This design comes from an exercise in tuning for small area on the open sky130 flow, not from production work.
No run shown here included a check of the RTL's function; only the layout flow was run.

## flow/design.v (module list and top-level ports; edited modules follow where they fit)
// module lif_neuron: 132 lines
// module lif_leak: 848 lines
// module lif_fa: 10 lines
// module lif_ao22: 9 lines
// module lif_aoi22: 9 lines
// module lif_aoi221: 10 lines
// module lif_aoi222: 11 lines
// module lif_aoi21: 8 lines
// module lif_nor2: 7 lines
// module lif_ha: 9 lines
// module lif_benc: 10 lines
// module lif_benc0: 9 lines
// module lif_benc7: 9 lines
// module lif_xor2: 7 lines
// module lif_xnor2: 7 lines
// module lif_or2: 7 lines
// module lif_inv: 6 lines
module lif_neuron (
    input  wire        clk,
    input  wire        rst,
    input  wire [15:0] threshold,
    input  wire [15:0] leak_rate,
    input  wire [7:0]  refractory,
    input  wire        leaky_enable,
    input  wire        reset_on_spike,
    input  wire [15:0] input_neuron_id,
    input  wire [7:0]  synapse_weight,
    input  wire        spike_in_valid,
    output wire        spike_in_ready,
    output reg  [15:0] output_neuron_id,
    output reg         spike_out_valid,
    input  wire        spike_out_ready,
    input  wire [15:0] neuron_id,
    output reg  [15:0] membrane_potential,
    output wire        in_refractory,
    output reg  [7:0]  refract_counter
);
  // ...
==> flow/flow/run.sh <==
#!/bin/bash
# Standard ORFS layout (the standard.sh: standard synthesis, floorplan,
# placement, CTS, routing) with these changes:
# - after floorplan, flow/downsize.tcl sets combinational cells that synthesis
#   upsized back to drive strength 1 (repair steps size up what needs it);
# - the buffers that buffer_ports puts on every input and output port are the
#   smallest plain buffer (sky130_fd_sc_hd__buf_1) instead of the cell the
#   resizer picks by default;
# - clock tree synthesis uses clkbuf_8 buffers and no dummy loads;
# - synthesis (ABC) buffers are removed at floorplan (REMOVE_ABC_BUFFERS);
# make's whole output goes to make_finish.log; each ORFS step keeps its own
# log under orfs/logs/.
set -euo pipefail
cd "$(dirname "$0")/.."
bash standard.sh \
  "POST_FLOORPLAN_TCL=$PWD/flow/downsize.tcl" \
  "BUFFER_PORTS_ARGS=-buffer_cell sky130_fd_sc_hd__buf_1" \
  "CTS_ARGS=-sink_clustering_enable -repair_clock_nets -dont_use_dummy_load -buf_list sky130_fd_sc_hd__clkbuf_8" \
  "REMOVE_ABC_BUFFERS=1" \
  finish > make_finish.log 2>&1
==> flow/flow/downsize.tcl <==
# Sourced by ORFS at the end of floorplan (POST_FLOORPLAN_TCL).  Synthesis
# (ABC) maps small helper modules on their own and often picks a larger drive
# strength than the layout needs; set every combinational cell that has a
# size-1 variant of the same function back to size 1.  The later repair steps
# (repair_design, repair_timing) size cells up again where timing, slew or
# capacitance need it.  Flip-flops and clock cells are left alone.
set db [ord::get_db]
set block [ord::get_db_block]
set swapped 0
foreach inst [$block getInsts] {
  set master [$inst getMaster]
  set name [$master getName]
  if {![regexp {^(sky130_fd_sc_hd__[a-z0-9]+)_([0-9]+)$} $name -> base size]} { continue }
  if {$size <= 1} { continue }
  if {[regexp {__(df|sdf|edf|dl|clk|dly|conb|tap|fill|decap|diode)} $base]} { continue }
  set small [$db findMaster ${base}_1]
  if {$small eq "NULL" || $small eq ""} { continue }
  if {[$small getWidth] >= [$master getWidth]} { continue }
  $inst swapMaster $small
  incr swapped
}
puts "downsize.tcl: $swapped cells set to drive strength 1"
==> flow/standard.sh <==
#!/bin/bash
# synth_recipe.tcl (not shown) runs the flow's synth.tcl, then flattens the netlist and writes it again
# the make line also repeats each setting of config.mk as NAME=value (left out here)
make -C /OpenROAD-flow-scripts/flow DESIGN_CONFIG=/design/flow/config.mk WORK_HOME=/design/flow/orfs CLKGATE_MAP_FILE= SYNTH_SCRIPT=/design/flow/synth_recipe.tcl "${@:-finish}"
==> flow/config.mk <==
export PLATFORM = sky130hd
export DESIGN_NAME = lif_neuron
export DESIGN_NICKNAME = lif_neuron
export VERILOG_FILES = /design/flow/design.v
export SDC_FILE = /design/flow/constraint.sdc
export NUM_CORES = 4
export LEC_CHECK = 0
export CAP_MARGIN = 20
export CORE_MARGIN = 2
export CORE_UTILIZATION = 40
export GPL_TIMING_DRIVEN = 0
export SLEW_MARGIN = 20
export SYNTH_HIERARCHICAL = 1
export SYNTH_MINIMUM_KEEP_SIZE = 0
==> flow/constraint.sdc <==
create_clock -name core_clock -period 14.0 [get_ports {clk}]
set_input_delay 2.8000 -clock core_clock [delete_from_list [all_inputs] [get_ports {clk}]]
set_output_delay 2.8000 -clock core_clock [all_outputs]
set_load 0.01 [all_outputs]
==> results.yml, run 1 <==
status:
  status: "finished clean"
cells_and_area:
  fin_util: 0.408
  dominant_cells: "multi-input gates"
  postLayoutCellArea_um2: 8240
  seq_area_um2: 861
global_route:
  grt_usage: 0.195
  antenna_found_initial: 0
sta:
  tightest_slew_ns: 0.945
  grt_setup_unrepaired: "no"
  setup_ws_ns: 0.965
detailed_routing:
  drtIter0Drc: 502
  via_per_inst: 5.67
  vias: 6394
  drc_errors: 0
  top_layer: "met4"
  routedWlPerCell_um: 18.5
synth:
  yosys-top-cells-area: "fa_1 (30%), a22oi_2 (21%), xnor2_1 (14%), dfxtp_1 (10%), a22o_1 (2.6%)"
  syn_inst: 741
  post_synth.cell_area_avg_um2: 11.1
  synthDistinctLibCells: 52
  synth-simple-area-share: 0.0740
placement:
  io_buffers: 112
  post-dp-hpwl_um: 16300
setup_path:
  slowest_stage: "buf_1"
  cpMostUsedCell: "fa_1"
  crit_family: "adder cells"
clock_tree:
  clock_latency_ns: 0.29
  cts_tree: "done"
  htreeDepth: 2
floorplan:
  die_h_um: 147
==> run 2, diff against run 1 <==
--- a/flow/config.mk
+++ b/flow/config.mk
@@ -5,10 +5,10 @@
 export SDC_FILE = /design/flow/constraint.sdc
 export NUM_CORES = 4
 export LEC_CHECK = 0
-export CAP_MARGIN = 20
+export CAP_MARGIN = 5
 export CORE_MARGIN = 2
 export CORE_UTILIZATION = 40
 export GPL_TIMING_DRIVEN = 0
-export SLEW_MARGIN = 20
+export SLEW_MARGIN = 5
 export SYNTH_HIERARCHICAL = 1
 export SYNTH_MINIMUM_KEEP_SIZE = 0
==> run 2 against run 1 <==
- clock-buffer cell count is the same
- first-iteration DRC count shrank 1.8%
- still clean
- clock skew shrank 0.0060 ns
- largest cell class unchanged
- worst hold slack gained 0.0081 ns
- routed wire length grew 0.89%
==> results.yml, run 2 <==
sta:
  finalSetupViolCount: 0
  hold_viol: 0
  fin_crit_ns: 13.01
  setup_tns_ns: 0
  tightest_slew_ns: 1.26
  max_freq_ghz: 0.0769
  setup_ws_ns: 0.995
  grt_setup_unrepaired: "no"
  relSlewSlack: 0.160
  maxSlewViolCount: 0
  post-route-period-util: 0.929
  finClkSkew_ns: 0.0274
cells_and_area:
  reg.largest.list: "membrane_potential x16, output_neuron_id x16, refract_counter x8"
  postLayoutCellArea_um2: 8230
  n_fill_cell: 2121
  final_common_cell: "a22oi_1"
  fin_nets: 1074
  mostFrequentLayoutCells: "a22oi_1 (138), xnor2_1 (136), fa_1 (123)"
  synthToLayoutAreaGrowth_pct: 0.122
  drive_gt1_frac: 0.0117
  antenna-diode-count: 0
synth:
  yosys_warnings: 7
  synth.largest_area_cell: "fa_1"
  synth_top_area_frac: 0.300
  seq_area_frac_synth: 0.105
  syn_inst: 741
  synth_async_sr_flop_share: 0
  synth_ff_type: "dfxtp_1"
  ys_top_cells_by_count: "a22oi_2 (136), xnor2_1 (136), fa_1 (123), inv_1 (47), dfxtp_1 (43)"
  synth_area_um2: 8220
  post_synth.cell_area_avg_um2: 11.1
  synthDistinctLibCells: 52
  ys_ff_latch: 43
  synth_enable_flop_cells: 0
  yosys-top-cells-area: "fa_1 (30%), a22oi_2 (21%), xnor2_1 (14%), dfxtp_1 (10%), a22o_1 (2.6%)"
worst_hold_path:
  hold_class: "reg2reg"
global_route:
  antenna_found_initial: 0
  grt_pass1_vias: 6293
  overflow: 0
  grt_pass1_wl_um: 34000
  grt_max_degree: 32
  grt_usage: 0.196
floorplan:
  io_pins: 129
  die_area_um2: 21700
  core_area_um2: 20200
  row_count: 52
  start_util: 0.407
  chipWidth_um: 147
  die_h_um: 147
clock_tree:
  htreeDepth: 2
  cts_tree: "done"
  cts_made_buffers: 5
  cts_setup_buffers: 0
  hold_buffers: 0
  clkSlewWorstSetupHoldPaths_ns: 0.09
  root_buffer: "clkbuf_8"
  cts_max_path_buffers: 2
  post_cts_resized: 0
  clock_sinks: 43
  clock_latency_ns: 0.29
placement:
  post_dp_cell_area_um2: 8160
  post-dp-hpwl_um: 16300
  gp_congestion: 0.824
  dp_slack_ns: 0.665
  io_buffers: 112
setup_path:
  cp-end-kind: "flip-flop"
  max_stage_delay_ns: 0.68
  critical_path_class: "in2reg"
  cp_max_fo: 16
  cpMostUsedCell: "fa_1"
  cp_data_arrival_time_ns: 13.20
  cp.required_ns: 14.20
  cp-start-kind: "primary input"
  slowest_stage: "buf_1"
detailed_routing:
  ant_nets: 0
  drtIter0Drc: 493
  wl_um: 21000
  vias: 6360
  first_pass_iters: 5
  routedWlPerCell_um: 18.7
  via_per_inst: 5.65
  drc_errors: 0
status:
  status: "finished clean"
flow_run:
  cap_violations: 0
[run 2: cell type report]
class | count | area (um2) | area share
Clock buffer | 5 | 68.8 | 0.00836
Inverter | 49 | 184 | 0.0224
Multi-Input combinational cell | 645 | 6340 | 0.771
Sequential cell | 43 | 861 | 0.105
Tap cell | 270 | 338 | 0.0411
Timing Repair Buffer | 114 | 435 | 0.0529
[run 2: cells by family (layout without fill, tap and decap cells)]
logic type,after synthesis,count (layout),share of synthesized area
compound gates,235,235,0.311
xor+xnor,153,153,0.163
fa+ha+maj,139,139,0.322
buf+inv,53,168,0.0251
flops,43,43,0.105
simple gates,118,118,0.0740
[run 2: per-module statistics from Yosys (local to each module, per instance), a selection]
module	copies in the design	cells
lif_neuron	1	142
lif_leak	1	56
lif_benc	12	4
lif_benc0	2	2
lif_ha	3	1
lif_benc7	2	1
lif_aoi22	136	1
lif_aoi222	15	1
lif_xnor2	135	1
lif_ao22	24	1
lif_aoi21	1	1
lif_or2	16	1
lif_inv	20	1
lif_nor2	16	1
[run 2: final timing paths]
path	slack, ns	end	cells past startpoint	start
worst min-delay path	0.48	output_neuron_id[11]	1	output_neuron_id[11]
worst max-delay path	0.99	membrane_potential[15]	30	leak_rate[7]
worst max register to register	2.59	membrane_potential[15]	31	membrane_potential[5]
worst min register to register	0.48	output_neuron_id[11]	1	output_neuron_id[11]
[run 2: metrics by stage]
stage	instances	hold WS, ns	utilization
6_report	1126	0.476	0.408
5_1_grt	1126	0.486	0.408
4_1_cts	1126	0.477	0.408
3_5_place_dp	1121	0.451	0.405
3_3_place_gp	1119	0.453	0.403
2_1_floorplan	737	0.464	-
[run 2: routing by layer]
metal  up-vias  track usage  share of wire
met5         -            0              0
met3        16       0.0180          0.043
met1      3216        0.282           0.45
li1       2930            -              -
met4         0       0.0317          0.012
met2       198        0.329           0.49
[run 2: worst max-delay path: cells and delay by family]
kind            cells  cell delay, ns
xor+xnor            1            0.25
compound gates      6            0.86
simple gates        2            0.13
buf+inv             1            0.68
fa+ha+maj          20            8.44

what the ideal ports hide:
Ports are ideal in the flow. The routed layouts listed here were re-timed in OpenROAD. Step 1 (the two cells are an assumption about what drives the block):
set clk [get_ports {clk}]
set_driving_cell -lib_cell sky130_fd_sc_hd__clkbuf_16 $clk
set_driving_cell -lib_cell sky130_fd_sc_hd__buf_2 [delete_from_list [all_inputs] $clk]
Step 2 times the ports against the registers' clock, not the clock port: input delays grow and output delays shrink by t, the midpoint of the rising clock arrivals with the driver on. Three values: no drivers, after step 1, after step 2; two values: the first two.
run	shift t [ns]	setup slack, ns	worst data-port slew with drivers (ns)	cell pins on the clock port's net
run 1	0.311	0.965 / 0.962 / 0.651	0.06	1
run 2	0.312	0.995 / 0.998 / 0.686	0.06	1
After both steps setup and hold are still met in every run listed. For run 1, which loses most, drivers alone change the setup slack by -0.003 ns; drivers and shift together by -0.314 ns.
